This design comes from an exercise in tuning for small area on the open sky130 flow, not from production work. At most, simulation tests tie the RTL to the original design; equivalence was not proved. Only the layout flow was run in runs 3 and 4; the RTL was not checked for function there. The flow treats the clock pin as an ideal source, which a real chip does not have. Power figures rest on the tool's default switching activity, not on a simulated workload.

--- design/flow/design.v ---
module sd_cmd_engine (
    input         clk,
    input         rst_n,
    input         soft_rst_n,
    input         command_ready,
    input         response_expected,
    input         long_response,
    input  [5:0]  command_index,
    input  [31:0] command_argument,
    input         sd_cmd_in,
    input         sd_dat0_in,
    output        sd_cmd_out,
    output        sd_cmd_oe,
    output        cmd_sending,
    output [31:0] response0,
    output [31:0] response1,
    output [31:0] response2,
    output [31:0] response3,
    output        resp_crc_err,
    output        end_command,
    output        end_command_and_response,
    output        response_timeout
);
reg         st_send, st_resp, st_c;
reg         oe;
reg   [7:0] cnt;
reg   [6:0] crc;
reg [119:0] resp;
wire idle      = !st_send && !st_resp;
wire wait_send = idle && st_c;
wire wait_recv = st_resp && !st_c;
wire receiving = st_resp && st_c;
wire send_last  = cnt[5] && cnt[4];
wire timeout    = wait_recv && cnt[6];
wire short_last = cnt[5] && (&cnt[3:0]);
wire long_last  = cnt[7] && cnt[3];
wire recv_last  = long_response ? long_last : short_last;
always @(posedge clk or negedge rst_n) begin
    if (!rst_n) begin
        st_send <= 1'b0;
        st_resp <= 1'b0;
        st_c    <= 1'b0;
    end else if (!soft_rst_n) begin
        st_send <= 1'b0;
        st_resp <= 1'b0;
        st_c    <= 1'b0;
    end else if (st_send) begin
        if (send_last) begin
            st_send <= 1'b0;
            st_resp <= response_expected;
        end
    end else if (!st_resp) begin
        if (!st_c) begin
            st_c <= command_ready;
        end else if (sd_dat0_in) begin
            st_c    <= 1'b0;
            st_send <= 1'b1;
        end
    end else if (!st_c) begin
        if (cnt[6])
            st_resp <= 1'b0;
        else if (!sd_cmd_in)
            st_c <= 1'b1;
    end else if (recv_last) begin
        st_resp <= 1'b0;
        st_c    <= 1'b0;
    end
end
always @(posedge clk or negedge rst_n) begin
    if (!rst_n)
        oe <= 1'b0;
    else
        oe <= st_send;
end
always @(posedge clk) begin
    if (idle || (st_send && send_last) || (wait_recv && !sd_cmd_in))
        cnt <= 8'd1;
    else
        cnt <= cnt + 8'd1;
end
wire [63:0] line = {{22{crc[6]}}, command_argument[0], command_argument[1], command_argument[2],
                    command_argument[3], command_argument[4], command_argument[5], command_argument[6],
                    command_argument[7], command_argument[8], command_argument[9], command_argument[10],
                    command_argument[11], command_argument[12], command_argument[13], command_argument[14],
                    command_argument[15], command_argument[16], command_argument[17], command_argument[18],
                    command_argument[19], command_argument[20], command_argument[21], command_argument[22],
                    command_argument[23], command_argument[24], command_argument[25], command_argument[26],
                    command_argument[27], command_argument[28], command_argument[29], command_argument[30],
                    command_argument[31], command_index[0], command_index[1], command_index[2],
                    command_index[3], command_index[4], command_index[5], 1'b1, 1'b0, crc[6], crc[6]};
wire send_bit = line[cnt[5:0]];
assign sd_cmd_out  = !st_send || send_bit;
assign sd_cmd_oe   = oe;
assign cmd_sending = st_send;
wire crc_win = long_response ? ((|cnt[7:3]) && !(cnt[7] && (cnt[3] || (&cnt[2:0])))) : !short_last;
wire crc_in  = st_send ? send_bit : sd_cmd_in;
wire crc_fb  = crc_in ^ crc[6];
always @(posedge clk) begin
    if (wait_send)
        crc <= 7'd0;
    else if (st_send || (receiving && crc_win))
        crc <= {crc[5:3], crc[2] ^ crc_fb, crc[1:0], crc_fb};
end
assign resp_crc_err = |crc;
wire shift_en = receiving && !cnt[7] && (|cnt[6:3]) && !(!long_response && cnt[5] && cnt[3]);
always @(posedge clk) begin
    if (shift_en)
        resp <= {resp[118:96], resp[95] & long_response,
                 resp[94:64],  resp[63] & long_response,
                 resp[62:32],  resp[31] & long_response,
                 resp[30:0],   sd_cmd_in};
end
assign response0 = resp[31:0];
assign response1 = resp[63:32];
assign response2 = resp[95:64];
assign response3 = {8'd0, resp[119:96]};
assign end_command              = st_resp;
assign end_command_and_response = receiving && recv_last;
assign response_timeout         = timeout;
endmodule
--- design/flow/flow/run.sh ---
#!/bin/bash
# Layout flow: the standard flow (standard.sh, unchanged synthesis), with
#  - port buffers of the smallest buffer cell (buf_1) instead of buffer_ports' default pick,
#  - clock tree built from clkbuf_4 cells and without dummy balancing loads.
# make's full output goes to make_finish.log; each ORFS step keeps its own log under orfs/logs/.
set -euo pipefail
export BUFFER_PORTS_ARGS="-buffer_cell sky130_fd_sc_hd__buf_1"
export CTS_ARGS="-sink_clustering_enable -repair_clock_nets -dont_use_dummy_load -buf_list \"sky130_fd_sc_hd__clkbuf_4 sky130_fd_sc_hd__clkbuf_8\""
bash standard.sh finish > make_finish.log 2>&1
--- design/flow/standard.sh ---
#!/bin/bash
# synth_recipe.tcl (not shown) runs the flow's synth.tcl, then flattens the netlist and writes it again
# the make line also repeats each setting of config.mk as NAME=value (left out here)
make -C /OpenROAD-flow-scripts/flow DESIGN_CONFIG=/design/flow/config.mk WORK_HOME=/design/flow/orfs CLKGATE_MAP_FILE= SYNTH_SCRIPT=/design/flow/synth_recipe.tcl "${@:-finish}"
--- design/flow/config.mk ---
export PLATFORM = sky130hd
export DESIGN_NAME = sd_cmd_engine
export DESIGN_NICKNAME = sd_cmd_engine
export VERILOG_FILES = /design/flow/design.v
export SDC_FILE = /design/flow/constraint.sdc
export NUM_CORES = 4
export LEC_CHECK = 0
export CAP_MARGIN = 20
export CORE_MARGIN = 2
export CORE_UTILIZATION = 60
export PLACE_DENSITY = 0.75
export SLEW_MARGIN = 20
--- design/flow/constraint.sdc ---
create_clock -name core_clock -period 10.0 [get_ports {clk}]
set_input_delay 2.0000 -clock core_clock [delete_from_list [all_inputs] [get_ports {clk}]]
set_output_delay 2.0000 -clock core_clock [all_outputs]
set_load 0.01 [all_outputs]
==> reports/metrics.cfg, run 1 <==
[setup_path]
r2r_start=cnt[3]
worstSetupEndpointType=output port
required_ns=8.00
cp-start-kind=primary input
r2r_end=resp[25]
worstPathMaxFanout=3
critPathLaunch=command_argument[28]
path_class=primary input to output port
cp.arrival_ns=3.44
endpoint=sd_cmd_out
reg2reg_slack_ns=7.16
r2r_cells=5

[pwr]
ir_drop_v=0.000120
leakagePower_nw=1.96
internal_power_mw=0.791
p_switching_mw=0.188
p_comb_share_pct=3.5
pwr-share-seq_pct=64.3
p_sw_share_pct=19.2
power_density_mw_per_mm2=163
clock_power_share_pct=32.2

[clock_network]
cts_resized=0
post_cts_buffers=0
clockBufferDepth=2
tritoncts=done
ctsHoldBuffers=0
htree_levels=4
cts-root-buf=clkbuf_8
cts_buffers=17
path_clk_slew_ns=0.06
cts.sinks=139
insertion_delay_ns=0.43

[logic_synthesis]
synth_xor_area_share_pct=1.73
synthSimpleGateAreaFrac_pct=5.36
ys_top_cells_by_area=edfxtp_1 71%, dfxtp_1 5.9%, dfrtp_1 2.0%, mux2_2 1.8%, mux4_2 1.8%
synth_ff_type=edfxtp_1
synth_edf_count=120
muxShareOfSynthArea_pct=6.17
synth_compound_area_share_pct=4.49
synth_cell_types=52
synth_area_mm2=0.00507
synth_fa_ha_area_share_pct=0.494
yosysWarnings=1
async_reset_ff_share_pct=2.88
seq_area_frac_synth_pct=79.0
yosysTopAreaCellShare_pct=71.1
avgSynthCellArea_um2=18.1
ys_ff_latch=139
synth_top_area_cell=edfxtp_1
synthCells=280
synth_top_family_by_area=multiplexers

[sta]
period_needed_ns=5.44
tightest_slew_ns=0.942
fmax_mhz=184
max-slew-margin-rel_pct=37.2
fin_setup_tns_ns=0
finalSetupViolCount=0
hold_violations=0
finClkSkew_ns=0.0284
whs_ns=0.435
report.final.slew_viol_count=0
timing.final.crit_share_pct=54.4
grt_setup_unrepaired=false

[placement]
dp.cells=547
portBuffers=172
routabilityCongestion=0.742
place_hpwl_mm=6.95

[detailed_routing]
num_vias=3014
drt_iter0_drc=152
route.detailed.drc=0
post_drt_via_cell_ratio=5.34
wl_per_cell_um=17.0
firstDrtPassIters=4
totalWireLength_mm=9.56
drtAntennaViolNets=0

[job]
cap_viol_max_count=0

[floorplan]
io_pins=181
dieArea_mm2=0.00920
initial_utilization_pct=61.7
core-area_mm2=0.00822
die_w_um=95.9
fp-row-count=33
die_y_um=95.9

[status]
status=complete, no violations

[final_layout]
stdcell_count=564
syn_to_final_growth_pct=18.6
layout.nets=509
drive_gt1_share_pct=7.84
num_antenna_cells=0

[grt]
grt_max_degree=81
antenna_found_initial=0
grt_util_met2_pct=33.0
overflow=0
gr-usage-all-layers_pct=21.0
gr-usage-met3_pct=5.72
grt_pass1_vias=2699
use_met1_pct=28.1
busiest_layer=met2
grt_pass1_wl_mm=13.8

[worst_hold_path]
worst_hold_path_type=flop to flop

## cell usage after synthesis (3+ instances only)
cell,count
buf_2,3
dfrtp_1,4
and3_1,4
inv_1,3
a21oi_1,3
mux4_2,4
mux2_2,8
dfxtp_1,15
nor2_1,18
edfxtp_1,120
nand2_1,12
buf_4,8
nand2b_1,4
clkbuf_1,5
and2_1,6
xnor2_1,6
mux2i_1,8
xor2_1,4
## cells in the final DEF, fill, tap and decap left out, types with 2 or more instances in the layout
cell	instances
a21oi_1	3
and2_1	6
nor2_1	18
nor3b_1	2
a21boi_0	2
o221ai_1	2
and3_1	4
ha_1	2
mux4_1	2
o211ai_1	2
inv_1	3
mux4_2	4
xnor2_1	6
dfxtp_1	15
edfxtp_1	120
mux2i_1	8
clkbuf_8	17
conb_1	8
nand3_1	2
xor2_1	4
nand2_1	12
buf_4	2
mux2_2	8
nand2b_1	4
buf_1	172
dfrtp_1	4
nor3_1	2
o21ai_0	2
o22ai_1	2
a31oi_1	2
## area by class of cell
class | count | area, um2
clock buffer | 17 | 234
fill | 545 | 2210
inverter | 3 | 11.3
multi-input combinational | 126 | 967
sequential | 139 | 4000
tap | 105 | 131
timing repair buffer | 174 | 661
## critical path, cell delays in order
cell	delay, ns
buf_1	0.07
mux4_1	0.49
mux2i_1	0.17
o21bai_1	0.12
o31ai_4	0.34
nand2_1	0.11
buf_1	0.14
## flip-flops by register name, summed over array words and instances, names as in the netlist
name and cells:
resp 120, cnt 8, crc 7, oe 1, st_c 1, st_resp 1, st_send 1
## cells by family (layout without fill, tap and decap cells)
logic type,Yosys count,after routing
simple gates,55,55
flops,139,139
other cells,1,8
mux,22,22
compound gates,29,29
fa+ha+maj,2,2
xor+xnor,10,10
buf+inv,22,194
## routing by layer
layer  part of all wire (%)  routed length, um
met1                     43               4100
met2                     48               4640
met4                    1.5                139
met3                    7.1                683
met5                      0                  0
## worst min-delay path by stage
stage | startpoint | to | slack, ns | depth (start not counted)
2_1_floorplan | crc[0] | crc[1] | 0.48 | 2
3_3_place_gp | resp[52] | resp[53] | 0.43 | 0
3_5_place_dp | resp[8] | resp[9] | 0.43 | 0
4_1_cts | resp[88] | resp[89] | 0.43 | 0
5_1_grt | resp[61] | resp[62] | 0.45 | 0
6_report | resp[88] | resp[89] | 0.44 | 0
## through the flow
step                      area (um2)  util, %  setup WS, ns  total power [mW]
after floorplan                 5100        -          2.53             0.667
after global routing            6010     73.1          4.47              1.01
after detailed placement        5770     70.3          4.55             0.676
after global placement          5770     70.3          4.58             0.674
after CTS                       6010     73.1          4.55             0.989
final                           6010     73.1          4.56             0.978
## power groups by stage
stage | clock network (mW) | registers (mW) | logic, mW
after global placement | 0 | 0.641 | 0.0330
after detailed placement | 0 | 0.642 | 0.0343
final | 0.315 | 0.629 | 0.0341
after CTS | 0.325 | 0.629 | 0.0345
after floorplan | 0 | 0.637 | 0.0300
after global routing | 0.345 | 0.630 | 0.0384
==> run 2, diff against run 1 <==
--- a/design/flow/flow/run.sh
+++ b/design/flow/flow/run.sh
@@ -7,3 +7,3 @@
 export BUFFER_PORTS_ARGS="-buffer_cell sky130_fd_sc_hd__buf_1"
-export CTS_ARGS="-sink_clustering_enable -repair_clock_nets -dont_use_dummy_load -buf_list \"sky130_fd_sc_hd__clkbuf_4 sky130_fd_sc_hd__clkbuf_8\""
+export CTS_ARGS="-sink_clustering_enable -repair_clock_nets -dont_use_dummy_load -buf_list sky130_fd_sc_hd__clkbuf_4 -sink_clustering_size 10"
 bash standard.sh finish > make_finish.log 2>&1
==> run 2 against run 1 <==
Compared with the run above:
- worst hold slack lost 0.0045 ns
- worst setup slack better by 0.00074 ns
- total power is 8.6% lower
- cell count is the same
- sequential power about the same
- largest power group unchanged
- highest routed layer unchanged
- count of clock-buffer cells in the layout stayed put
- wire length is 0.28% lower
==> reports/metrics.cfg, run 2 <==
[status]
status=complete, no violations

[sta]
period_needed_ns=5.44
setup_ws_ns=4.56
max-slew-margin-rel_pct=37.1
fmax_mhz=184
grt_setup_unrepaired=false
hold_violations=0
fin_setup_tns_ns=0
report.final.slew_viol_count=0
tightest_slew_ns=0.944
finClkSkew_ns=0.0411
finalSetupViolCount=0
timing.final.crit_share_pct=54.4

[setup_path]
crit_top_cell=buf_1
r2r_start=cnt[3]
reg2reg_slack_ns=7.15
cpMaxStageDelayCell=mux4_1
worstPathMaxFanout=3
crit_path_cell_trace=buf_1, mux4_1, mux2i_1, o21bai_1, o31ai_4, nand2_1, buf_1
cp-start-kind=primary input
r2r_cells=5
cp.arrival_ns=3.44
crit_family=multiplexers
crit_path_max_incr_delay_ns=0.49
worstSetupEndpointType=output port
r2r_end=resp[110]
path_depth=7
path_class=primary input to output port
cp_num_buf_inv=2
required_ns=8.00

[pwr]
internal_power_mw=0.718
pwr-share-seq_pct=70.3
ir_drop_v=0.000118
clock_power_share_pct=25.9
finalPower_mw=0.894
p_comb_share_pct=3.8
leakagePower_nw=1.92
p_switching_mw=0.176
p_sw_share_pct=19.7
power_density_mw_per_mm2=152

[final_layout]
num_antenna_cells=0
syn_to_final_growth_pct=16.5
top_regs=resp: 120 flops, cnt: 8 flops, crc: 7 flops
nFillCells=563
ff_latch_area_mm2=0.00400
stdcell_count=564
layout_commonest_cell=buf_1
regMostFlops=resp
layout_common_cells=172 x buf_1, 120 x edfxtp_1, 18 x nor2_1, 17 x clkbuf_4, 15 x dfxtp_1
largest_register_ffs=120
drive_gt1_share_pct=7.84
multi_input_area_um2=967
layout.nets=509

[floorplan]
dieArea_mm2=0.00920
core-area_mm2=0.00822
io_pins=181
die_w_um=95.9
die_y_um=95.9
fp-row-count=33
initial_utilization_pct=61.7

[clock_network]
path_clk_slew_ns=0.12
insertion_delay_ns=0.50
tritoncts=done
cts-root-buf=clkbuf_4
clockBufferDepth=2
post_cts_buffers=0
htree_levels=4
cts.sinks=139
cts_resized=0
ctsHoldBuffers=0
cts_buffers=17

[grt]
gr-usage-all-layers_pct=21.0
grt_max_degree=81
grt_pass1_wl_mm=13.8
overflow=0
grt_pass1_vias=2689
antenna_found_initial=0

[job]
cap_viol_max_count=0

[worst_hold_path]
hp-start=resp[61]
min_to=resp[62]
whs_path_depth=0
worst_hold_path_type=flop to flop

[logic_synthesis]
ys_ff_latch=139
synth_commonest_cells=120 x edfxtp_1, 18 x nor2_1, 15 x dfxtp_1
muxShareOfSynthArea_pct=6.17
synth_fa_ha_area_share_pct=0.494
seq_area_frac_synth_pct=79.0
avgSynthCellArea_um2=18.1
yosysTopAreaCellShare_pct=71.1
synth_cell_types=52
synth_top_area_cell=edfxtp_1
synth_top_family_by_area=multiplexers
async_reset_ff_share_pct=2.88
synthCells=280
synth_most_common_cell=edfxtp_1
ys_top_cells_by_area=edfxtp_1 71%, dfxtp_1 5.9%, dfrtp_1 2.0%, mux2_2 1.8%, mux4_2 1.8%
synth_compound_area_share_pct=4.49
synthSimpleGateAreaFrac_pct=5.36
synth_edf_count=120
synth_area_mm2=0.00507
yosysWarnings=1
synth_ff_type=edfxtp_1
synth_xor_area_share_pct=1.73

[placement]
dp_slack_ns=4.55
routabilityCongestion=0.742
dp.cells=547
place_hpwl_mm=6.95
portBuffers=172

[detailed_routing]
post_drt_via_cell_ratio=5.32
firstDrtPassIters=4
route.detailed.drc=0
num_vias=3002
wl_per_cell_um=16.9
drtAntennaViolNets=0
drt_iter0_drc=121
totalWireLength_mm=9.54

## run 2: cell type report
class	count	area share [%]
flip-flops and latches	139	67.8
multi-input cells	126	16.4
repair buffers	174	11.2
well taps	105	2.23
clock buffers	17	2.16
inverters	3	0.191
## run 2: cells by family (layout without fill, tap and decap cells)
family	after synthesis	after routing
flops	139	139
simple gates	55	55
compound gates	29	29
mux	22	22
buf+inv	22	194
xor+xnor	10	10
fa+ha+maj	2	2
other cells	1	8
## run 2: stage by stage
stage          hold slack [ns]  cell area, um2  utilization (%)
2_1_floorplan            0.476            5100                -
3_3_place_gp             0.428            5770             70.3
3_5_place_dp             0.432            5770             70.3
4_1_cts                  0.425            5900             71.8
5_1_grt                  0.438            5900             71.8
6_report                 0.431            5900             71.8
## run 2: power groups by stage
stage,Sequential [mW],Clock (mW),Combinational [mW]
after CTS,0.628,0.241,0.0345
after detailed placement,0.642,0,0.0343
final,0.628,0.232,0.0341
after global placement,0.641,0,0.0330
after global routing,0.629,0.262,0.0383
after floorplan,0.637,0,0.0300
## run 2: metal layers
metal	track usage [%]	vias to the layer above	part of all wire [%]
li1	-	1407	-
met1	28.0	1459	42
met2	32.9	130	49
met3	7.20	6	8.1
met4	6.79	0	0.61
met5	0	-	0
## run 2: worst max path at each step
stage                                    start         end  slack (ns)
after floorplan                  long_response     resp[0]        2.53
after global placement    command_argument[28]  sd_cmd_out        4.58
after detailed placement  command_argument[28]  sd_cmd_out        4.55
after CTS                 command_argument[28]  sd_cmd_out        4.55
after global routing      command_argument[28]  sd_cmd_out        4.47
final                     command_argument[28]  sd_cmd_out        4.56
## run 2: worst register-to-register path: cells and delay by family, from the launching register on
| kind | cells | cell delay, ns |
|---|---|---|
| buffers and inverters | 2 | 1.28 |
| AND/OR/NAND/NOR | 1 | 0.16 |
| AO/OA/AOI/OAI | 2 | 0.38 |
| flip-flops | 1 | 0.63 |
==> run 3, diff against run 2 <==
--- a/design/flow/design.v
+++ b/design/flow/design.v
@@ -1 +1,36 @@
+module sd_send_mux (
+    input  [5:0]  c,
+    input  [39:0] f,
+    input         crc6,
+    output        y
+);
+wire [12:0] g;
+wire [2:0]  h;
+sd_and2 u_g0 (.a(c[1]), .b(c[0]), .y(g[0]));           
+genvar k;
+generate
+    for (k = 1; k <= 9; k = k + 1) begin : l1
+        sd_mux4 u (.d({f[41-4*k-3], f[41-4*k-2], f[41-4*k-1], f[41-4*k]}), .s(c[1:0]), .y(g[k]));
+    end
+endgenerate
+sd_mux4 u_g10 (.d({crc6, crc6, f[0], f[1]}), .s(c[1:0]), .y(g[10]));
+sd_mux4 u_h0 (.d(g[3:0]), .s(c[3:2]), .y(h[0]));
+sd_mux4 u_h1 (.d(g[7:4]), .s(c[3:2]), .y(h[1]));
+sd_mux4 u_h2 (.d({crc6, g[10:8]}), .s(c[3:2]), .y(h[2]));
+sd_mux4 u_y  (.d({crc6, h[2:0]}), .s(c[5:4]), .y(y));
+endmodule
+module sd_mux4 (
+    input  [3:0] d,
+    input  [1:0] s,
+    output       y
+);
+assign y = d[s];
+endmodule
+module sd_and2 (
+    input  a,
+    input  b,
+    output y
+);
+assign y = a & b;
+endmodule
 module sd_cmd_engine (
@@ -80,13 +115,4 @@
 end
-wire [63:0] line = {{22{crc[6]}}, command_argument[0], command_argument[1], command_argument[2],
-                    command_argument[3], command_argument[4], command_argument[5], command_argument[6],
-                    command_argument[7], command_argument[8], command_argument[9], command_argument[10],
-                    command_argument[11], command_argument[12], command_argument[13], command_argument[14],
-                    command_argument[15], command_argument[16], command_argument[17], command_argument[18],
-                    command_argument[19], command_argument[20], command_argument[21], command_argument[22],
-                    command_argument[23], command_argument[24], command_argument[25], command_argument[26],
-                    command_argument[27], command_argument[28], command_argument[29], command_argument[30],
-                    command_argument[31], command_index[0], command_index[1], command_index[2],
-                    command_index[3], command_index[4], command_index[5], 1'b1, 1'b0, crc[6], crc[6]};
-wire send_bit = line[cnt[5:0]];
+wire send_bit;
+sd_send_mux u_mux (.c(cnt[5:0]), .f({2'b01, command_index, command_argument}), .crc6(crc[6]), .y(send_bit));
 assign sd_cmd_out  = !st_send || send_bit;
--- a/design/flow/flow/run.sh
+++ b/design/flow/flow/run.sh
@@ -7,3 +7,3 @@
 export BUFFER_PORTS_ARGS="-buffer_cell sky130_fd_sc_hd__buf_1"
-export CTS_ARGS="-sink_clustering_enable -repair_clock_nets -dont_use_dummy_load -buf_list sky130_fd_sc_hd__clkbuf_4 -sink_clustering_size 10"
+export CTS_ARGS="-sink_clustering_enable -repair_clock_nets -dont_use_dummy_load -buf_list sky130_fd_sc_hd__clkbuf_8 -sink_clustering_size 25 -sink_clustering_max_diameter 100"
 bash standard.sh finish > make_finish.log 2>&1
--- a/design/flow/config.mk
+++ b/design/flow/config.mk
@@ -12 +12,3 @@
 export SLEW_MARGIN = 20
+export SYNTH_HIERARCHICAL = 1
+export SYNTH_MINIMUM_KEEP_SIZE = 0
==> run 3 against run 2 <==
Compared with the run above:
- worst setup slack worse by 0.35 ns
- fmax is 6.0% lower
- clock skew fell by 0.0096 ns
- critical path depth is 1 lower
- critical path type unchanged
- synthesized cell count is 14% lower
- utilization rose by 1.4 points
- cell count decreased by 5.7%
- first-iteration DRC count increased by 31%
- sequential cell count unchanged
- sequential share of layout area down 0.31 points
- largest power group unchanged
- clock power up 37%
- largest cell class unchanged
==> reports/metrics.cfg, run 3 <==
[setup_path]
required_ns=8.00
worstPathMaxFanout=2
cp-start-kind=primary input
path_class=primary input to output port
worstSetupEndpointType=output port
cp.arrival_ns=3.78
r2r_cells=7
reg2reg_slack_ns=6.86
critPathLaunch=command_argument[14]
r2r_end=crc[3]
r2r_start=cnt[0]

[job]
cap_viol_max_count=0

[worst_hold_path]
whs_path_depth=0
min_to=resp[2]
hp-start=resp[1]
worst_hold_path_type=flop to flop

[pwr]
leakagePower_nw=1.87
finalPower_mw=0.984
ir_drop_v=0.0000840
power_density_mw_per_mm2=166

[sta]
finalSetupViolCount=0
timing.final.crit_share_pct=57.8
whs_ns=0.439
grt_setup_unrepaired=false
fmax_mhz=173
finClkSkew_ns=0.0316
tightest_slew_ns=0.821
max-slew-margin-rel_pct=45.3
fin_setup_tns_ns=0
report.final.slew_viol_count=0
hold_violations=0
period_needed_ns=5.78

[detailed_routing]
wl_per_cell_um=17.8
num_vias=2846
post_drt_via_cell_ratio=5.35
drt_iter0_drc=159
dr_wl_met2_mm=4.53
firstDrtPassIters=4
top_layer=met4
totalWireLength_mm=9.47
wirelength_met1_mm=4.02
wl_met3_um=830
route.detailed.drc=0
drtAntennaViolNets=0

[placement]
portBuffers=172
routabilityCongestion=0.759
place_hpwl_mm=6.74
place_area_mm2=0.00570
dp.cells=515

[floorplan]
dieArea_mm2=0.00900
die_w_um=94.9
fp-row-count=33
initial_utilization_pct=61.2
core-area_mm2=0.00809
io_pins=181
die_y_um=94.9

[clock_network]
cts.sinks=139
clockBufferDepth=2
insertion_delay_ns=0.43
tritoncts=done
post_cts_buffers=0
ctsHoldBuffers=0
path_clk_slew_ns=0.08
cts_resized=0
cts_buffers=17
cts-root-buf=clkbuf_8
htree_levels=4

[grt]
grt_pass1_vias=2677
gr-usage-all-layers_pct=21.4
grt_max_degree=70
grt_pass1_wl_mm=13.8
antenna_found_initial=0
overflow=0

[final_layout]
layout_commonest_cell=buf_1
syn_to_final_growth_pct=19.6
drive_gt1_share_pct=9.84
largest_register_ffs=120
regMostFlops=resp
stdcell_count=532
layout.nets=477
num_antenna_cells=0
layout_common_cells=172 x buf_1, 120 x edfxtp_1, 17 x clkbuf_8, 15 x dfxtp_1, 14 x mux4_2
top_regs=resp: 120 flops, cnt: 8 flops, crc: 7 flops
design_area_mm2=0.00593

[status]
status=complete, no violations

[logic_synthesis]
synthCells=241
avgSynthCellArea_um2=20.6
yosysWarnings=7
synth_area_mm2=0.00496

==> run 3: per-layer routing <==
metal / GRT usage, % / vias to the layer above
li1: - / 1304
met1: 30.0 / 1396
met2: 31.9 / 134
met3: 7.42 / 12
met4: 7.37 / 0
met5: 0 / -
==> run 3: worst max-delay path, stage by stage <==
cell and delay, ns:
buf_1 0.07, mux4_2 0.46, mux4_2 0.48, mux4_2 0.47, nand2b_1 0.16, buf_1 0.15
==> run 3: area by class of cell <==
cell class / instances / area, um2
sequential: 139 / 4000
tap: 105 / 131
inverter: 3 / 11.3
fill: 547 / 2160
clock buffer: 17 / 234
multi-input combinational: 94 / 888
timing repair buffer: 174 / 661
==> run 3: how the worst max path moves through the flow <==
stage                       endpoint  cells past startpoint
after floorplan              resp[0]                      2
after global placement    sd_cmd_out                      6
after detailed placement  sd_cmd_out                      6
after CTS                 sd_cmd_out                      6
after global routing      sd_cmd_out                      6
final                     sd_cmd_out                      6
==> run 3: where the power goes <==
| group | internal [mW] | leakage (nW) | total, mW | switching [mW] |
|---|---|---|---|---|
| Combinational | 0.0214 | 0.497 | 0.0367 | 0.0153 |
| Clock | 0.149 | 0.122 | 0.317 | 0.168 |
| Sequential | 0.624 | 1.25 | 0.631 | 0.00677 |
| Total | 0.795 | 1.87 | 0.984 | 0.190 |
==> run 3: stage by stage <==
| step | worst slack (ns) | util [%] |
|---|---|---|
| 2_1_floorplan | 2.71 | - |
| 3_3_place_gp | 4.22 | 70.4 |
| 3_5_place_dp | 4.21 | 70.4 |
| 4_1_cts | 4.21 | 73.3 |
| 5_1_grt | 4.16 | 73.3 |
| 6_report | 4.22 | 73.3 |
==> run 4, diff against run 3 <==
--- a/design/flow/design.v
+++ b/design/flow/design.v
@@ -1 +1,45 @@
+module sd_cnt_next (
+    input  [7:0] c,
+    input        clr_n,
+    output [7:0] n
+);
+wire [7:0] t;    
+wire [7:0] s;    
+assign t[1] = c[0];
+genvar i;
+generate
+    for (i = 1; i < 7; i = i + 1) begin : ha
+        sd_ha u (.a(c[i]), .b(t[i]), .s(s[i]), .co(t[i+1]));
+    end
+endgenerate
+sd_xor2 u_x7 (.a(c[7]), .b(t[7]), .y(s[7]));
+sd_nand2 u_n0 (.a(clr_n), .b(c[0]), .y(n[0]));
+generate
+    for (i = 1; i < 8; i = i + 1) begin : clr
+        sd_and2 u (.a(clr_n), .b(s[i]), .y(n[i]));
+    end
+endgenerate
+endmodule
+module sd_ha (
+    input  a,
+    input  b,
+    output s,
+    output co
+);
+assign {co, s} = a + b;
+endmodule
+module sd_xor2 (
+    input  a,
+    input  b,
+    output y
+);
+assign y = a ^ b;
+endmodule
+module sd_nand2 (
+    input  a,
+    input  b,
+    output y
+);
+assign y = !(a & b);
+endmodule
 module sd_send_mux (
@@ -34,2 +78,47 @@
 assign y = a & b;
+endmodule
+module sd_crc_next (
+    input  [6:0] r,
+    input        sel,
+    input        d1,
+    input        d0,
+    input        shift,
+    input        hold,
+    output [6:0] n
+);
+wire din_n, fb, f3;
+sd_mux2i u_in (.a0(d0), .a1(d1), .s(sel), .y(din_n));
+sd_xnor2 u_fb (.a(din_n), .b(r[6]), .y(fb));
+sd_xor2 u_f3 (.a(r[2]), .b(fb), .y(f3));
+sd_a22o u_n0 (.a1(shift), .a2(fb),   .b1(hold), .b2(r[0]), .y(n[0]));
+sd_a22o u_n1 (.a1(shift), .a2(r[0]), .b1(hold), .b2(r[1]), .y(n[1]));
+sd_a22o u_n2 (.a1(shift), .a2(r[1]), .b1(hold), .b2(r[2]), .y(n[2]));
+sd_a22o u_n3 (.a1(shift), .a2(f3),   .b1(hold), .b2(r[3]), .y(n[3]));
+sd_a22o u_n4 (.a1(shift), .a2(r[3]), .b1(hold), .b2(r[4]), .y(n[4]));
+sd_a22o u_n5 (.a1(shift), .a2(r[4]), .b1(hold), .b2(r[5]), .y(n[5]));
+sd_a22o u_n6 (.a1(shift), .a2(r[5]), .b1(hold), .b2(r[6]), .y(n[6]));
+endmodule
+module sd_mux2i (
+    input  a0,
+    input  a1,
+    input  s,
+    output y
+);
+assign y = !(s ? a1 : a0);
+endmodule
+module sd_xnor2 (
+    input  a,
+    input  b,
+    output y
+);
+assign y = !(a ^ b);
+endmodule
+module sd_a22o (
+    input  a1,
+    input  a2,
+    input  b1,
+    input  b2,
+    output y
+);
+assign y = (a1 & a2) | (b1 & b2);
 endmodule
@@ -86,6 +175,6 @@
         end
+    end else if (command_ready) begin
+        st_c <= 1'b1;
     end else if (!st_resp) begin
-        if (!st_c) begin
-            st_c <= command_ready;
-        end else if (sd_dat0_in) begin
+        if (st_c && sd_dat0_in) begin
             st_c    <= 1'b0;
@@ -109,8 +198,7 @@
 end
-always @(posedge clk) begin
-    if (idle || (st_send && send_last) || (wait_recv && !sd_cmd_in))
-        cnt <= 8'd1;
-    else
-        cnt <= cnt + 8'd1;
-end
+wire       cnt_clr_n = !(idle || (st_send && send_last) || (wait_recv && !sd_cmd_in));
+wire [7:0] cnt_next;
+sd_cnt_next u_cnt (.c(cnt), .clr_n(cnt_clr_n), .n(cnt_next));
+always @(posedge clk)
+    cnt <= cnt_next;
 wire send_bit;
@@ -121,10 +209,9 @@
 wire crc_win = long_response ? ((|cnt[7:3]) && !(cnt[7] && (cnt[3] || (&cnt[2:0])))) : !short_last;
-wire crc_in  = st_send ? send_bit : sd_cmd_in;
-wire crc_fb  = crc_in ^ crc[6];
-always @(posedge clk) begin
-    if (wait_send)
-        crc <= 7'd0;
-    else if (st_send || (receiving && crc_win))
-        crc <= {crc[5:3], crc[2] ^ crc_fb, crc[1:0], crc_fb};
-end
+wire       crc_shift = st_send || (receiving && crc_win);
+wire       crc_hold  = !crc_shift && !wait_send;
+wire [6:0] crc_next;
+sd_crc_next u_crc (.r(crc), .sel(st_send), .d1(send_bit), .d0(sd_cmd_in),
+                   .shift(crc_shift), .hold(crc_hold), .n(crc_next));
+always @(posedge clk)
+    crc <= crc_next;
 assign resp_crc_err = |crc;
==> design/flow/flow/run.sh (replaced) <==
#!/bin/bash
# Layout flow: the standard flow (standard.sh, unchanged synthesis), with
#  - port buffers of the smallest buffer cell (buf_1) instead of buffer_ports' default pick,
#  - one tie cell for the constant outputs (no per-pin tie copies),
#  - a clock tree of clkbuf_4 cells without dummy balancing loads; after CTS,
#    cts_fix.tcl upsizes the clock buffers whose loads see a high slew.
# make's full output goes to make_finish.log; each ORFS step keeps its own log under orfs/logs/.
set -euo pipefail
here=$(pwd)
export BUFFER_PORTS_ARGS="-buffer_cell sky130_fd_sc_hd__buf_1"
export SKIP_REPAIR_TIE_FANOUT=1
export CTS_ARGS="-sink_clustering_enable -repair_clock_nets -dont_use_dummy_load -buf_list sky130_fd_sc_hd__clkbuf_4"
export POST_CTS_TCL="$here/flow/cts_fix.tcl"
bash standard.sh finish > make_finish.log 2>&1
==> design/flow/flow/cts_fix.tcl (new file) <==
# Upsize clock-tree buffers whose output slew (placement estimate) is high,
# so every flip-flop clock pin stays well inside the slew limit.
estimate_parasitics -placement
set n_up 0
foreach inst [get_cells *] {
  if {[get_property $inst ref_name] eq "sky130_fd_sc_hd__clkbuf_4"} {
    set worst 0
    foreach pin [get_pins -of_objects [get_nets -of_objects [get_pins -of_objects $inst -filter "direction == output"]]] {
      set s [get_property $pin slew_max]
      if {$s > $worst} { set worst $s }
    }
    if {$worst > 0.105} {
      replace_cell $inst [get_lib_cells */sky130_fd_sc_hd__clkbuf_8]
      incr n_up
    }
  }
}
puts "clock buffers upsized: $n_up"
detailed_placement
check_placement -verbose
==> run 4 against run 3 <==
Compared with the run above:
- fmax fell by 0.39%
- clock skew fell by 0.0040 ns
- sequential power is 1% higher
- clock power is 21% lower
==> reports/metrics.cfg, run 4 <==
[sta]
period_needed_ns=5.81
report.final.slew_viol_count=0
tightest_slew_ns=0.876
fmax_mhz=172
grt_setup_unrepaired=false
max-slew-margin-rel_pct=41.6
fin_setup_tns_ns=0
finalSetupViolCount=0
timing.final.crit_share_pct=58.1
finClkSkew_ns=0.0276
hold_violations=0

[final_layout]
layout_common_cells=172 x buf_1, 120 x edfxtp_1, 15 x dfxtp_1, 14 x mux4_2, 13 x clkbuf_4
drive_gt1_share_pct=9.95
top_regs=resp: 120 flops, cnt: 8 flops, crc: 7 flops
ff_latch_area_mm2=0.00400
nFillCells=526
layout.nets=466
syn_to_final_growth_pct=18.0
multi_input_area_um2=833
largest_register_ffs=120
stdcell_count=514
layout_commonest_cell=buf_1
num_antenna_cells=0
regMostFlops=resp

[pwr]
leakagePower_nw=1.88
power_density_mw_per_mm2=162
ir_drop_v=0.0000956

[detailed_routing]
post_drt_via_cell_ratio=5.49
route.detailed.drc=0
num_vias=2821
firstDrtPassIters=4
wl_per_cell_um=18.0
drtAntennaViolNets=0
totalWireLength_mm=9.26
drt_iter0_drc=168

[floorplan]
dieArea_mm2=0.00891
io_pins=181
core-area_mm2=0.00781
fp-row-count=32
die_w_um=94.4
initial_utilization_pct=62.8
die_y_um=94.4

[clock_network]
cts.sinks=139
path_clk_slew_ns=0.09
tritoncts=done
insertion_delay_ns=0.39

[logic_synthesis]
yosysWarnings=7
avgSynthCellArea_um2=21.1
synthCells=232
synth_area_mm2=0.00490

[job]
cap_viol_max_count=0

[grt]
antenna_found_initial=0
overflow=0
grt_pass1_wl_mm=13.7
grt_max_degree=76
gr-usage-all-layers_pct=21.5
grt_pass1_vias=2616

[placement]
place_hpwl_mm=6.69
portBuffers=172
routabilityCongestion=0.737
dp.cells=497

[setup_path]
cp-start-kind=primary input
cp.arrival_ns=3.81
worstPathMaxFanout=2
path_class=primary input to output port
required_ns=8.00
worstSetupEndpointType=output port

[worst_hold_path]
worst_hold_path_type=flop to flop

[status]
status=complete, no violations

==> run 4: cell type report <==
| class | count | share of cell area, % |
|---|---|---|
| tap | 102 | 2.21 |
| inverter | 2 | 0.130 |
| timing repair buffer | 174 | 11.4 |
| clock buffer | 17 | 2.64 |
| sequential | 139 | 69.2 |
| multi-input combinational | 80 | 14.4 |
==> run 4: routing by layer <==
layer	wire (um)	global-route usage, %
met5	0	0
met4	38	6.16
met3	658	7.90
met2	4440	31.3
met1	4120	31.4
==> run 4: where the power goes <==
| part | switching (mW) | leakage [nW] | internal (mW) | total, mW |
|---|---|---|---|---|
| Combinational | 0.0200 | 0.539 | 0.0327 | 0.0526 |
| Clock | 0.153 | 0.0886 | 0.0962 | 0.249 |
| Sequential | 0.0123 | 1.25 | 0.624 | 0.637 |
==> run 4: stage by stage <==
stage               hold slack [ns]  total power, mW  util, %  instance area, um2  setup slack, ns
floorplan                     0.463            0.689        -                4910            0.710
global placement              0.429            0.701     72.1                5630             4.21
detailed placement            0.429            0.703     72.1                5630             4.20
global route                  0.437            0.981     74.1                5790             4.12
finish                        0.430            0.938     74.1                5790             4.19
==> run 4: path summary, 6_finish.rpt <==
path | startpoint | end | slack, ns | depth (start not counted)
min in group asynchronous | rst_n | st_send | 1.43 | 1
max | command_argument[10] | sd_cmd_out | 4.19 | 6
min reg2reg | resp[15] | resp[16] | 0.43 | 0
min | resp[15] | resp[16] | 0.43 | 0
max reg2reg | cnt[0] | crc[3] | 6.80 | 7
max in group asynchronous | rst_n | st_resp | 8.38 | 1
==> run 4: worst max-delay path, stage by stage <==
cell and delay [ns]:
buf_1 0.07, mux4_2 0.45, mux4_2 0.48, mux4_2 0.49
nand2b_1 0.17, buf_1 0.14
==> run 5, diff against run 4 <==
--- a/design/flow/design.v
+++ b/design/flow/design.v
@@ -88,5 +88,5 @@
 );
-wire din_n, fb, f3;
-sd_mux2i u_in (.a0(d0), .a1(d1), .s(sel), .y(din_n));
-sd_xnor2 u_fb (.a(din_n), .b(r[6]), .y(fb));
+wire din, fb, f3;
+sd_mux2 u_in (.a0(d0), .a1(d1), .s(sel), .y(din));
+sd_xor2 u_fb (.a(din), .b(r[6]), .y(fb));
 sd_xor2 u_f3 (.a(r[2]), .b(fb), .y(f3));
@@ -100,3 +100,3 @@
 endmodule
-module sd_mux2i (
+module sd_mux2 (
     input  a0,
@@ -106,10 +106,3 @@
 );
-assign y = !(s ? a1 : a0);
-endmodule
-module sd_xnor2 (
-    input  a,
-    input  b,
-    output y
-);
-assign y = !(a ^ b);
+assign y = s ? a1 : a0;
 endmodule
@@ -175,6 +168,6 @@
         end
-    end else if (command_ready) begin
-        st_c <= 1'b1;
     end else if (!st_resp) begin
-        if (st_c && sd_dat0_in) begin
+        if (!st_c) begin
+            st_c <= command_ready;
+        end else if (sd_dat0_in) begin
             st_c    <= 1'b0;
==> run 5 against run 4 <==
Compared with the run above:
- area after synthesis increased by 0.46%
- via count fell by 1.6%
- total power is 2.9% lower
- critical endpoint unchanged
- fmax up 0.28%
- utilization is 2.7 points lower
- combinational power down 24%
==> reports/metrics.cfg, run 5 <==
[status]
status=complete, no violations

[sta]
max-slew-margin-rel_pct=42.6
tightest_slew_ns=0.862
fmax_mhz=173
grt_setup_unrepaired=false
period_needed_ns=5.79
setup_ws_ns=4.21
whs_ns=0.427
finClkSkew_ns=0.0214
timing.final.crit_share_pct=57.9
fin_setup_tns_ns=0
finalSetupViolCount=0
report.final.slew_viol_count=0
hold_violations=0

[placement]
place_hpwl_mm=6.22
dp.cells=503
place_area_mm2=0.00564
portBuffers=172
routabilityCongestion=0.810
dp_slack_ns=4.22

[pwr]
internal_power_mw=0.736
clock_power_share_pct=26.1
ir_drop_v=0.000101
leakagePower_nw=1.88
p_switching_mw=0.175
p_comb_share_pct=4.4
p_sw_share_pct=19.3
power_density_mw_per_mm2=158
finalPower_mw=0.911
pwr-share-seq_pct=69.5

[setup_path]
path_class=primary input to output port
crit_path_max_incr_delay_ns=0.48
crit_top_cell=mux4_2
r2r_end=crc[3]
r2r_cells=7
worstSetupEndpointType=output port
cpMaxStageDelayCell=mux4_2
critPathLaunch=command_argument[10]
cp-start-kind=primary input
r2r_start=cnt[0]
crit_path_cell_trace=buf_1, mux4_2, mux4_2, mux4_2, nand2b_1, buf_1
reg2reg_slack_ns=6.70
cp.arrival_ns=3.79
required_ns=8.00
worstPathMaxFanout=2
endpoint=sd_cmd_out

[grt]
gr-usage-all-layers_pct=19.8
grt_max_degree=74
grt_pass1_wl_mm=12.8
overflow=0
antenna_found_initial=0
grt_pass1_vias=2452

[final_layout]
layout_common_cells=172 x buf_1, 120 x edfxtp_1, 15 x clkbuf_4, 15 x dfxtp_1, 14 x mux4_2
drive_gt1_share_pct=9.16
largest_register_ffs=120
syn_to_final_growth_pct=17.3
num_antenna_cells=0
layout_commonest_cell=buf_1
layout.nets=469
final_util_pct=71.4
top_regs=resp: 120 flops, cnt: 8 flops, crc: 7 flops
nFillCells=563
stdcell_count=520
design_area_mm2=0.00578
regMostFlops=resp

[floorplan]
initial_utilization_pct=60.9
die_y_um=94.6
die_w_um=94.6
fp-row-count=33
dieArea_mm2=0.00895
core-area_mm2=0.00809
io_pins=181

[detailed_routing]
firstDrtPassIters=4
num_vias=2775
post_drt_via_cell_ratio=5.34
route.detailed.drc=0
drtAntennaViolNets=0
wl_per_cell_um=16.6
totalWireLength_mm=8.66
drt_iter0_drc=93

[logic_synthesis]
avgSynthCellArea_um2=21.0
synthCells=235
yosysWarnings=7
synth_area_mm2=0.00492

[clock_network]
cts.sinks=139
path_clk_slew_ns=0.10
tritoncts=done
insertion_delay_ns=0.39

[worst_hold_path]
whs_path_depth=0
worst_hold_path_type=flop to flop

[job]
cap_viol_max_count=0

[run 5: changes by cell type in the layout (fill, tap and decap cells not counted), sizes merged, moves of 2 or more]
cell / change
a21oi: +2
a221oi: -2
and3: -3
inv: -2
nand2: +2
nand3: +3
nor4: -3
o21ai: +2
o21bai: -2
[run 5: cell type report]
| type | count | area, um2 | share of cell area, % |
|---|---|---|---|
| Tap cell | 105 | 131 | 2.27 |
| Sequential cell | 139 | 4000 | 69.3 |
| Clock buffer | 17 | 140 | 2.43 |
| Timing Repair Buffer | 174 | 661 | 11.4 |
| Multi-Input combinational cell | 85 | 840 | 14.5 |
[run 5: worst min path at each step]
stage,start,endpoint
floorplan,crc[5],crc[5]
global placement,resp[50],resp[51]
detailed placement,resp[28],resp[29]
global route,resp[49],resp[50]
finish,resp[49],resp[50]
[run 5: power by group through the flow]
| stage | Sequential [mW] | Combinational (mW) | Clock [mW] |
|---|---|---|---|
| after global routing | 0.634 | 0.0443 | 0.272 |
| after detailed placement | 0.646 | 0.0401 | 0 |
| final | 0.633 | 0.0400 | 0.238 |
| after floorplan | 0.643 | 0.0321 | 0 |
| after global placement | 0.646 | 0.0391 | 0 |
[run 5: layer usage]
metal  vias to the layer above  share of wire, %  global-route usage, %
li1                       1291                 -                      -
met1                      1342                45                   29.0
met2                       136                45                   28.0
met3                         6               8.9                   7.74
met4                         0              0.79                   6.52
met5                         -                 0                      0
[run 5: worst max-delay path: cells and delay by family]
family | cells | cell delay [ns]
multiplexers | 3 | 1.41
buffers and inverters | 2 | 0.22
AND/OR/NAND/NOR | 1 | 0.16
==> run 6, diff against run 5 <==
--- a/design/flow/design.v
+++ b/design/flow/design.v
@@ -88,5 +88,5 @@
 );
-wire din, fb, f3;
-sd_mux2 u_in (.a0(d0), .a1(d1), .s(sel), .y(din));
-sd_xor2 u_fb (.a(din), .b(r[6]), .y(fb));
+wire din_n, fb, f3;
+sd_mux2i u_in (.a0(d0), .a1(d1), .s(sel), .y(din_n));
+sd_xnor2 u_fb (.a(din_n), .b(r[6]), .y(fb));
 sd_xor2 u_f3 (.a(r[2]), .b(fb), .y(f3));
@@ -100,3 +100,3 @@
 endmodule
-module sd_mux2 (
+module sd_mux2i (
     input  a0,
@@ -106,3 +106,10 @@
 );
-assign y = s ? a1 : a0;
+assign y = !(s ? a1 : a0);
+endmodule
+module sd_xnor2 (
+    input  a,
+    input  b,
+    output y
+);
+assign y = !(a ^ b);
 endmodule
--- a/design/flow/flow/run.sh
+++ b/design/flow/flow/run.sh
@@ -4,3 +4,4 @@
 #  - one tie cell for the constant outputs (no per-pin tie copies),
-#  - a clock tree of clkbuf_4 cells without dummy balancing loads; after CTS,
+#  - a clock tree of clkbuf_4 cells without dummy balancing loads; after CTS
+#    (post_cts.tcl), downsize.tcl gives logic cells the smallest drive that keeps timing, and
 #    cts_fix.tcl upsizes the clock buffers whose loads see a high slew.
@@ -12,3 +13,3 @@
 export CTS_ARGS="-sink_clustering_enable -repair_clock_nets -dont_use_dummy_load -buf_list sky130_fd_sc_hd__clkbuf_4"
-export POST_CTS_TCL="$here/flow/cts_fix.tcl"
+export POST_CTS_TCL="$here/flow/post_cts.tcl"
 bash standard.sh finish > make_finish.log 2>&1
==> design/flow/flow/downsize.tcl (new file) <==
# Downsize logic cells: replace each combinational cell by the smallest-area
# cell of the same function (sky130hd drive variants) that keeps every slew
# and capacitance limit, load slews under max_load_slew, setup slack above
# min_setup and hold slack above min_hold. Clock buffers, flip-flops, port
# buffers and physical cells are left alone.
set max_load_slew 0.75
set min_setup 2.0e-9
set min_hold 0.05e-9
estimate_parasitics -placement
set lib_area {}
foreach lc [get_lib_cells */sky130_fd_sc_hd__*] {
  dict set lib_area [get_name $lc] [get_property $lc area]
}
proc variants {master} {
  global lib_area
  if {![regexp {^(sky130_fd_sc_hd__[a-z0-9]+)_[0-9]+$} $master -> base]} { return {} }
  set out {}
  dict for {name a} $lib_area {
    if {[regexp "^${base}_\[0-9\]+\$" $name]} { lappend out [list $name $a] }
  }
  return [lsort -real -index 1 $out]
}
proc load_slew_ok {inst} {
  global max_load_slew
  foreach opin [get_pins -of_objects $inst -filter "direction == output"] {
    set net [get_nets -of_objects $opin]
    if {$net eq ""} { continue }
    foreach pin [get_pins -of_objects $net -filter "direction == input"] {
      if {[get_property $pin slew_max] > $max_load_slew} { return 0 }
    }
  }
  return 1
}
proc design_ok {} {
  global min_setup min_hold
  if {[sta::max_slew_violation_count] > 0} { return 0 }
  if {[sta::max_capacitance_violation_count] > 0} { return 0 }
  if {[sta::worst_slack_cmd max] < $min_setup} { return 0 }
  if {[sta::worst_slack_cmd min] < $min_hold} { return 0 }
  return 1
}
set saved 0.0
foreach inst [get_cells *] {
  set master [get_property $inst ref_name]
  if {[regexp {clkbuf|clkinv|df|dl|tap|fill|decap|conb} $master]} { continue }
  if {[string match "sky130_fd_sc_hd__buf_1" $master]} { continue }
  set cur_area [dict get $lib_area $master]
  foreach v [variants $master] {
    lassign $v name a
    if {$a >= $cur_area} { break }
    replace_cell $inst [get_lib_cells */$name]
    if {[load_slew_ok $inst] && [design_ok]} {
      set saved [expr {$saved + $cur_area - $a}]
      puts "downsized [get_full_name $inst]: $master -> $name"
      break
    }
    replace_cell $inst [get_lib_cells */$master]
  }
}
puts "downsizing saved $saved um2"
detailed_placement
check_placement -verbose
==> design/flow/flow/post_cts.tcl (new file) <==
# After CTS: upsize clock buffers whose flip-flops see a high clock slew, then
# downsize the logic cells to the smallest drive that keeps timing and slews.
set here [file dirname [info script]]
source $here/cts_fix.tcl
source $here/downsize.tcl
==> run 6 against run 5 <==
Compared with the run above:
- the flow now stops in clock tree synthesis
- synthesized cell count stayed put
- area after synthesis down 0.10%
==> reports/metrics.cfg, run 6 <==
[logic_synthesis]
synthCells=235
yosysWarnings=7
synth_area_mm2=0.00492
avgSynthCellArea_um2=20.9

[floorplan]
initial_utilization_pct=60.8
die_w_um=94.6
fp-row-count=33
die_y_um=94.6
io_pins=181

[status]
failing_step=clock tree synthesis
status=did not finish
stop_error=Error: cts.tcl, 90 can't read "lib_area": no such variable

[placement]
routabilityCongestion=0.815
place_hpwl_mm=6.27
portBuffers=172
dp_slack_ns=4.22
place_area_mm2=0.00563

[clock_network]
cts.sinks=139

run 6: worst min-delay path by stage:
stage,start,to,slack (ns),cells past startpoint
2_1_floorplan,crc[5],crc[5],0.46,1
3_3_place_gp,resp[20],resp[21],0.43,0
3_5_place_dp,resp[64],resp[65],0.43,0
run 6: per-stage QoR:
| stage | hold WS [ns] | std cells | total power [mW] |
|---|---|---|---|
| 3_5_place_dp | 0.431 | 503 | 0.686 |
| 3_3_place_gp | 0.429 | 503 | 0.685 |
| 2_1_floorplan | 0.463 | 235 | 0.675 |
run 6: power by group through the flow:
stage               Clock [mW]  Combinational [mW]  Sequential [mW]
detailed placement           0              0.0398            0.646
global placement             0              0.0385            0.646
floorplan                    0              0.0319            0.643
==> run 7, diff against run 6 <==
--- a/design/flow/flow/downsize.tcl
+++ b/design/flow/flow/downsize.tcl
@@ -5,15 +5,14 @@
 # buffers and physical cells are left alone.
-set max_load_slew 0.75
-set min_setup 2.0e-9
-set min_hold 0.05e-9
+set ::max_load_slew 0.75
+set ::min_setup 2.0e-9
+set ::min_hold 0.05e-9
 estimate_parasitics -placement
-set lib_area {}
+set ::lib_area {}
 foreach lc [get_lib_cells */sky130_fd_sc_hd__*] {
-  dict set lib_area [get_name $lc] [get_property $lc area]
+  dict set ::lib_area [get_name $lc] [get_property $lc area]
 }
 proc variants {master} {
-  global lib_area
-  if {![regexp {^(sky130_fd_sc_hd__[a-z0-9]+)_[0-9]+$} $master -> base]} { return {} }
+    if {![regexp {^(sky130_fd_sc_hd__[a-z0-9]+)_[0-9]+$} $master -> base]} { return {} }
   set out {}
-  dict for {name a} $lib_area {
+  dict for {name a} $::lib_area {
     if {[regexp "^${base}_\[0-9\]+\$" $name]} { lappend out [list $name $a] }
@@ -23,4 +22,3 @@
 proc load_slew_ok {inst} {
-  global max_load_slew
-  foreach opin [get_pins -of_objects $inst -filter "direction == output"] {
+    foreach opin [get_pins -of_objects $inst -filter "direction == output"] {
     set net [get_nets -of_objects $opin]
@@ -28,3 +26,3 @@
     foreach pin [get_pins -of_objects $net -filter "direction == input"] {
-      if {[get_property $pin slew_max] > $max_load_slew} { return 0 }
+      if {[get_property $pin slew_max] > $::max_load_slew} { return 0 }
     }
@@ -34,7 +32,6 @@
 proc design_ok {} {
-  global min_setup min_hold
   if {[sta::max_slew_violation_count] > 0} { return 0 }
   if {[sta::max_capacitance_violation_count] > 0} { return 0 }
-  if {[sta::worst_slack_cmd max] < $min_setup} { return 0 }
-  if {[sta::worst_slack_cmd min] < $min_hold} { return 0 }
+  if {[sta::worst_slack_cmd max] < $::min_setup} { return 0 }
+  if {[sta::worst_slack_cmd min] < $::min_hold} { return 0 }
   return 1
@@ -46,3 +43,3 @@
   if {[string match "sky130_fd_sc_hd__buf_1" $master]} { continue }
-  set cur_area [dict get $lib_area $master]
+  set cur_area [dict get $::lib_area $master]
   foreach v [variants $master] {
==> run 7 against run 6 <==
Compared with the run above:
- the run now finishes clean
- area after synthesis did not move
- synthesized cell count did not move
==> reports/metrics.cfg, run 7 <==
[pwr]
internal_power_mw=0.748
p_comb_share_pct=4.3
leakagePower_nw=1.88
ir_drop_v=0.000111
finalPower_mw=0.928
p_switching_mw=0.180
power_density_mw_per_mm2=161
pwr-share-seq_pct=68.2
p_sw_share_pct=19.4
clock_power_share_pct=27.5

[setup_path]
cp-start-kind=primary input
cp_num_buf_inv=2
crit_top_cell=mux4_2
reg2reg_slack_ns=6.85
required_ns=8.00
cpMaxStageDelayCell=mux4_2
crit_path_cell_trace=buf_1, mux4_2, mux4_2, mux4_2, nand2b_1, buf_1
worstSetupEndpointType=output port
crit_family=multiplexers
path_class=primary input to output port
crit_path_max_incr_delay_ns=0.47
cp.arrival_ns=3.79
worstPathMaxFanout=2

[clock_network]
insertion_delay_ns=0.40
cts.sinks=139
tritoncts=done
path_clk_slew_ns=0.10

[final_layout]
drive_gt1_share_pct=8.19
top_regs=resp: 120 flops, cnt: 8 flops, crc: 7 flops
layout.nets=469
syn_to_final_growth_pct=17.2
largest_register_ffs=120
layout_commonest_cell=buf_1
layout_common_cells=172 x buf_1, 120 x edfxtp_1, 15 x dfxtp_1, 14 x mux4_2, 12 x clkbuf_4
stdcell_count=520
num_antenna_cells=0
regMostFlops=resp

[grt]
grt_max_degree=88
overflow=0
antenna_found_initial=0
gr-usage-all-layers_pct=20.4
grt_pass1_wl_mm=13.1
grt_pass1_vias=2552

[placement]
dp.cells=503
dp_slack_ns=4.22
place_hpwl_mm=6.27
portBuffers=172
routabilityCongestion=0.815

[sta]
finalSetupViolCount=0
grt_setup_unrepaired=false
timing.final.crit_share_pct=57.9
period_needed_ns=5.79
hold_violations=0
fin_setup_tns_ns=0
fmax_mhz=173
max-slew-margin-rel_pct=31.5
tightest_slew_ns=1.03
setup_ws_ns=4.21
finClkSkew_ns=0.0364
report.final.slew_viol_count=0

[logic_synthesis]
avgSynthCellArea_um2=20.9
synth_area_mm2=0.00492
synthCells=235
yosysWarnings=7

[floorplan]
core-area_mm2=0.00809
fp-row-count=33
initial_utilization_pct=60.8
die_y_um=94.6
io_pins=181
die_w_um=94.6
dieArea_mm2=0.00894

[job]
cap_viol_max_count=0

[detailed_routing]
drt_iter0_drc=130
num_vias=2798
route.detailed.drc=0
totalWireLength_mm=8.87
drtAntennaViolNets=0
wl_per_cell_um=17.1
post_drt_via_cell_ratio=5.38
firstDrtPassIters=4

[status]
status=complete, no violations

[worst_hold_path]
worst_hold_path_type=flop to flop

run 7: metal layers:
metal	global-route usage, %	vias to the layer above	wire length (um)
met3	7.42	9	869
met2	31.5	156	4210
met1	27.5	1350	3710
li1	-	1283	-
met4	6.76	0	80
met5	0	-	0
run 7: layout make-up:
class	count	area, um2
sequential	139	4000
fill	571	2330
multi-input combinational	85	815
timing repair buffer	174	658
clock buffer	17	159
tap	105	131
run 7: power by group through the flow:
stage	combinational [mW]	clock, mW	sequential, mW
finish	0.0397	0.255	0.633
global route	0.0440	0.290	0.635
detailed placement	0.0398	0	0.646
global placement	0.0385	0	0.646
floorplan	0.0319	0	0.643
run 7: worst register-to-register path, cell delays in order (launching register included):
cell	delay, ns
dfxtp_1	0.80
mux4_2	0.59
mux4_2	0.48
mux4_2	0.48
mux2i_1	0.21
xnor2_1	0.13
xor2_1	0.18
a22o_1	0.20
run 7: worst paths after layout:
check | from | end | depth (start not counted)
worst max-delay path | command_argument[22] | sd_cmd_out | 6
min in group asynchronous | rst_n | oe | 1
max in group asynchronous | rst_n | st_c | 1
worst min register to register | resp[74] | resp[75] | 0
worst min-delay path | resp[74] | resp[75] | 0
worst max register to register | cnt[0] | crc[3] | 7
run 7: per-stage QoR:
step                util (%)  hold WS, ns  cell area [um2]
floorplan                  -        0.463             4920
global placement        69.6        0.429             5630
detailed placement      69.6        0.431             5630
global route            71.3        0.434             5770
finish                  71.3        0.434             5770
==> run 8, diff against run 7 <==
--- a/design/flow/config.mk
+++ b/design/flow/config.mk
@@ -9,4 +9,4 @@
 export CORE_MARGIN = 2
-export CORE_UTILIZATION = 60
-export PLACE_DENSITY = 0.75
+export CORE_UTILIZATION = 75
+export PLACE_DENSITY = 0.88
 export SLEW_MARGIN = 20
==> run 8 against run 7 <==
Compared with the run above:
- sequential cell count unchanged
- critical endpoint unchanged
- still clean on timing, DRC and antenna
- clock skew rose by 0.0013 ns
- register-to-register slack worse by 0.02 ns
- count of clock-buffer cells in the layout unchanged
==> reports/metrics.cfg, run 8 <==
[status]
status=complete, no violations

[final_layout]
top_regs=resp: 120 flops, cnt: 8 flops, crc: 7 flops
layout.nets=469
drive_gt1_share_pct=8.19
layout_common_cells=172 x buf_1, 120 x edfxtp_1, 15 x dfxtp_1, 14 x mux4_2, 13 x clkbuf_4
num_antenna_cells=0
regMostFlops=resp
syn_to_final_growth_pct=16.4
largest_register_ffs=120
layout_commonest_cell=buf_1

[placement]
place_hpwl_mm=7.32
portBuffers=172
routabilityCongestion=0.795

[setup_path]
reg2reg_slack_ns=6.83
path_class=primary input to output port
cp-start-kind=primary input
cp.arrival_ns=3.80
r2r_end=crc[3]
r2r_start=cnt[0]
worstSetupEndpointType=output port
required_ns=8.00
worstPathMaxFanout=2
r2r_cells=7

[worst_hold_path]
hp-start=resp[73]
worst_hold_path_type=flop to flop
whs_path_depth=0
min_to=resp[74]

[pwr]
ir_drop_v=0.000129
power_density_mw_per_mm2=162
leakagePower_nw=1.87

[logic_synthesis]
synthCells=235
synth_area_mm2=0.00492
avgSynthCellArea_um2=20.9
yosysWarnings=7

[floorplan]
fp-row-count=29
core-area_mm2=0.00635
initial_utilization_pct=77.5
die_y_um=85.0
io_pins=181
dieArea_mm2=0.00722
die_w_um=85.0

[sta]
grt_setup_unrepaired=false
timing.final.crit_share_pct=58.0
fmax_mhz=172
finClkSkew_ns=0.0378
hold_violations=0
report.final.slew_viol_count=0
max-slew-margin-rel_pct=32.5
finalSetupViolCount=0
period_needed_ns=5.80
tightest_slew_ns=1.01
whs_ns=0.422
fin_setup_tns_ns=0

[clock_network]
cts.sinks=139
path_clk_slew_ns=0.11
tritoncts=done
insertion_delay_ns=0.40

[detailed_routing]
firstDrtPassIters=5
drt_iter0_drc=269
drtAntennaViolNets=0
wl_per_cell_um=20.4
num_vias=2924
post_drt_via_cell_ratio=5.94
route.detailed.drc=0
totalWireLength_mm=10.0

[grt]
overflow=0
antenna_found_initial=0
grt_pass1_wl_mm=14.8
gr-usage-all-layers_pct=28.4
grt_max_degree=88
grt_pass1_vias=2785

[job]
cap_viol_max_count=0

[run 8: area by class of cell]
class	instances	area [um2]
Sequential cell	139	4000
Multi-Input combinational cell	85	815
Timing Repair Buffer	174	658
Fill cell	240	624
Clock buffer	17	153
Tap cell	77	96.3
[run 8: worst max-delay path by stage]
| stage | depth (start not counted) | from | slack, ns | end |
|---|---|---|---|---|
| global route | 6 | command_argument[26] | 4.15 | sd_cmd_out |
| global placement | 6 | command_argument[26] | 4.23 | sd_cmd_out |
| floorplan | 3 | long_response | 2.68 | resp[0] |
| finish | 6 | command_argument[26] | 4.20 | sd_cmd_out |
| detailed placement | 6 | command_argument[26] | 4.19 | sd_cmd_out |
[run 8: where the power goes]
group          total, mW  switching [mW]  leakage, nW  internal, mW
clock network      0.253           0.157       0.0886        0.0960
logic             0.0404          0.0170        0.530        0.0234
registers          0.633         0.00886         1.25         0.625
[run 8: routing by layer]
| layer | part of all wire, % | GRT usage (%) | vias up |
|---|---|---|---|
| met4 | 1.3 | 8.95 | 0 |
| met1 | 37 | 35.8 | 1421 |
| li1 | - | - | 1284 |
| met5 | 0 | 0 | - |
| met3 | 9.7 | 9.82 | 11 |
| met2 | 52 | 47.2 | 208 |
[run 8: worst max-delay path, cell delays in order]
cell and delay [ns]:
buf_1 0.07, mux4_2 0.46, mux4_2 0.49, mux4_2 0.47, nand2b_1 0.16, buf_1 0.14
[run 8: through the flow]
| step | setup slack, ns | util (%) | total power [mW] | cell area (um2) | std cells |
|---|---|---|---|---|---|
| after floorplan | 2.68 | - | 0.675 | 4920 | 235 |
| after global placement | 4.23 | 88.1 | 0.685 | 5600 | 475 |
| after detailed placement | 4.19 | 88.1 | 0.687 | 5600 | 475 |
| after global routing | 4.15 | 90.2 | 0.958 | 5730 | 492 |
| final | 4.20 | 90.2 | 0.927 | 5730 | 492 |
==> run 9, diff against run 8 <==
--- a/design/flow/flow/run.sh
+++ b/design/flow/flow/run.sh
@@ -6,3 +6,4 @@
 #    (post_cts.tcl), downsize.tcl gives logic cells the smallest drive that keeps timing, and
-#    cts_fix.tcl upsizes the clock buffers whose loads see a high slew.
+#    cts_fix.tcl sizes each leaf clock buffer to the smallest clkbuf that keeps the
+#    flip-flop clock slew low.
 # make's full output goes to make_finish.log; each ORFS step keeps its own log under orfs/logs/.
==> design/flow/flow/cts_fix.tcl (replaced) <==
set ::slew_target 0.112
set ::leaf_sizes {sky130_fd_sc_hd__clkbuf_1 sky130_fd_sc_hd__clkbuf_2 sky130_fd_sc_hd__clkbuf_4 sky130_fd_sc_hd__clkbuf_8 sky130_fd_sc_hd__clkbuf_16}
proc clk_load_pins {inst} {
  return [get_pins -of_objects [get_nets -of_objects [get_pins -of_objects $inst -filter "direction == output"]] -filter "direction == input"]
}
proc clk_load_slew {inst} {
  set worst 0
  foreach pin [clk_load_pins $inst] {
    set s [get_property $pin slew_max]
    if {$s > $worst} { set worst $s }
  }
  return $worst
}
estimate_parasitics -placement
foreach inst [get_cells *] {
  if {![string match "sky130_fd_sc_hd__clkbuf_*" [get_property $inst ref_name]]} { continue }
  set leaf 1
  foreach pin [clk_load_pins $inst] {
    if {[string match "sky130_fd_sc_hd__clkbuf_*" [get_property [get_cells -of_objects $pin] ref_name]]} { set leaf 0 }
  }
  if {!$leaf} { continue }
  set orig [get_property $inst ref_name]
  foreach m $::leaf_sizes {
    replace_cell $inst [get_lib_cells */$m]
    if {[clk_load_slew $inst] <= $::slew_target} { break }
  }
  puts "leaf clock buffer [get_full_name $inst]: $orig -> [get_property $inst ref_name], load slew [clk_load_slew $inst]"
}
detailed_placement
check_placement -verbose
==> run 9 against run 8 <==
Compared with the run above:
- critical endpoint unchanged
- highest routed layer unchanged
- combinational power hardly changed
- clock skew is 0.016 ns higher
- via count is 1.1% higher
- still clean on timing, DRC and antenna
- critical path depth stayed put
- non-clock buffer count stayed put
- largest power group unchanged
- largest cell class unchanged
- total power is 2.8% lower
==> reports/metrics.cfg, run 9 <==
[status]
status=complete, no violations

[placement]
dp_slack_ns=4.19
routabilityCongestion=0.795
place_hpwl_mm=7.32
portBuffers=172

[sta]
finClkSkew_ns=0.0541
fin_setup_tns_ns=0
fmax_mhz=172
hold_violations=0
timing.final.crit_share_pct=58.0
setup_ws_ns=4.20
finalSetupViolCount=0
tightest_slew_ns=1.03
period_needed_ns=5.80
report.final.slew_viol_count=0
max-slew-margin-rel_pct=31.7
grt_setup_unrepaired=false

[detailed_routing]
num_vias=2955
firstDrtPassIters=4
route.detailed.drc=0
totalWireLength_mm=10.0
post_drt_via_cell_ratio=6.01
wl_per_cell_um=20.3
drtAntennaViolNets=0
drt_iter0_drc=206

[job]
cap_viol_max_count=0

[final_layout]
layout_commonest_cell=buf_1
regMostFlops=resp
top_regs=resp: 120 flops, cnt: 8 flops, crc: 7 flops
layout_common_cells=172 x buf_1, 120 x edfxtp_1, 15 x clkbuf_4, 15 x dfxtp_1, 14 x mux4_2
largest_register_ffs=120
layout.nets=469
syn_to_final_growth_pct=15.8
drive_gt1_share_pct=8.19
num_antenna_cells=0

[setup_path]
crit_family=multiplexers
critPathLaunch=command_argument[26]
required_ns=8.00
r2r_start=cnt[0]
worstPathMaxFanout=2
crit_path_max_incr_delay_ns=0.49
cpMaxStageDelayCell=mux4_2
cp.arrival_ns=3.80
crit_path_cell_trace=buf_1, mux4_2, mux4_2, mux4_2, nand2b_1, buf_1
crit_top_cell=mux4_2
worstSetupEndpointType=output port
path_class=primary input to output port
cp_num_buf_inv=2
cp-start-kind=primary input

[worst_hold_path]
worst_hold_path_type=flop to flop
hp-start=resp[73]

[grt]
antenna_found_initial=0
grt_pass1_vias=2789
grt_pass1_wl_mm=14.8
grt_max_degree=88
gr-usage-all-layers_pct=28.4
overflow=0

[floorplan]
die_y_um=85.0
fp-row-count=29
dieArea_mm2=0.00722
die_w_um=85.0
initial_utilization_pct=77.5
core-area_mm2=0.00635
io_pins=181

[clock_network]
insertion_delay_ns=0.48
tritoncts=done
path_clk_slew_ns=0.10
cts.sinks=139

[logic_synthesis]
avgSynthCellArea_um2=20.9
synth_area_mm2=0.00492
synthCells=235
yosysWarnings=7

[pwr]
ir_drop_v=0.000127
leakagePower_nw=1.86
power_density_mw_per_mm2=158

run 9: cell types whose count changed in the layout (fill, tap and decap cells not counted):
cell / before / now
clkbuf_2: 0 / 2
clkbuf_4: 13 / 15
clkbuf_8: 4 / 0
run 9: stage by stage:
step                total power [mW]  cell area, um2  cells  util (%)  hold slack (ns)
finish                         0.901            5700    492      89.7            0.422
global route                   0.934            5700    492      89.7            0.440
detailed placement             0.687            5600    475      88.1            0.432
global placement               0.685            5600    475      88.1            0.427
floorplan                      0.675            4920    235         -            0.463
run 9: worst paths after layout:
check                        endpoint  slack, ns  depth (start not counted)
max                        sd_cmd_out       4.20                          6
max reg2reg                    crc[3]       6.87                          7
min                          resp[74]       0.42                          0
min reg2reg                  resp[74]       0.42                          0
max in group asynchronous     st_resp       8.43                          1
min in group asynchronous          oe       1.36                          1
run 9: final cells by class:
class / count / area (um2)
multi-input cells: 85 / 815
flip-flops and latches: 139 / 4000
clock buffers: 17 / 123
repair buffers: 174 / 658
fillers: 246 / 654
well taps: 77 / 96.3
run 9: worst reg2reg max path, stage by stage (launching register included):
cell and delay (ns):
dfxtp_1 0.79, mux4_2 0.59, mux4_2 0.49, mux4_2 0.47
mux2i_1 0.19, xnor2_1 0.13, xor2_1 0.18, a22o_1 0.20
run 9: report_power, final:
group	switching [mW]	total (mW)	internal (mW)
logic	0.0170	0.0404	0.0234
clock network	0.153	0.227	0.0741
registers	0.00872	0.633	0.624
run 9: per-layer routing:
metal	part of all wire (%)	track usage, %
met4	1.6	8.95
met5	0	0
met3	9.8	10.4
met2	52	46.9
met1	36	35.8

## static timing again, ports no longer ideal
Ports are ideal in the flow. The routed layouts listed here were re-timed in OpenROAD.
Step 1, drivers: a clkbuf_16 drives clk and a buf_2 each remaining input, both assumed.
Step 2 times the ports against the registers' clock, not the clock port: input delays grow and output delays shrink by t, the midpoint of the rising clock arrivals with the driver on.
Three values: ideal, step 1, step 2; two values: the first two.
run | t (ns) | slack for setup (ns)
run 1 | 0.442 | 4.561 / 4.541 / 4.541
run 2 | 0.508 | 4.562 / 4.542 / 4.542
run 3 | 0.444 | 4.216 / 4.194 / 4.194
run 4 | 0.406 | 4.194 / 4.167 / 4.167
run 5 | 0.408 | 4.210 / 4.187 / 4.187
run 7 | 0.407 | 4.215 / 4.192 / 4.192
run 8 | 0.412 | 4.200 / 4.178 / 4.178
run 9 | 0.484 | 4.200 / 4.177 / 4.177
After both steps setup and hold are still met in every run listed.
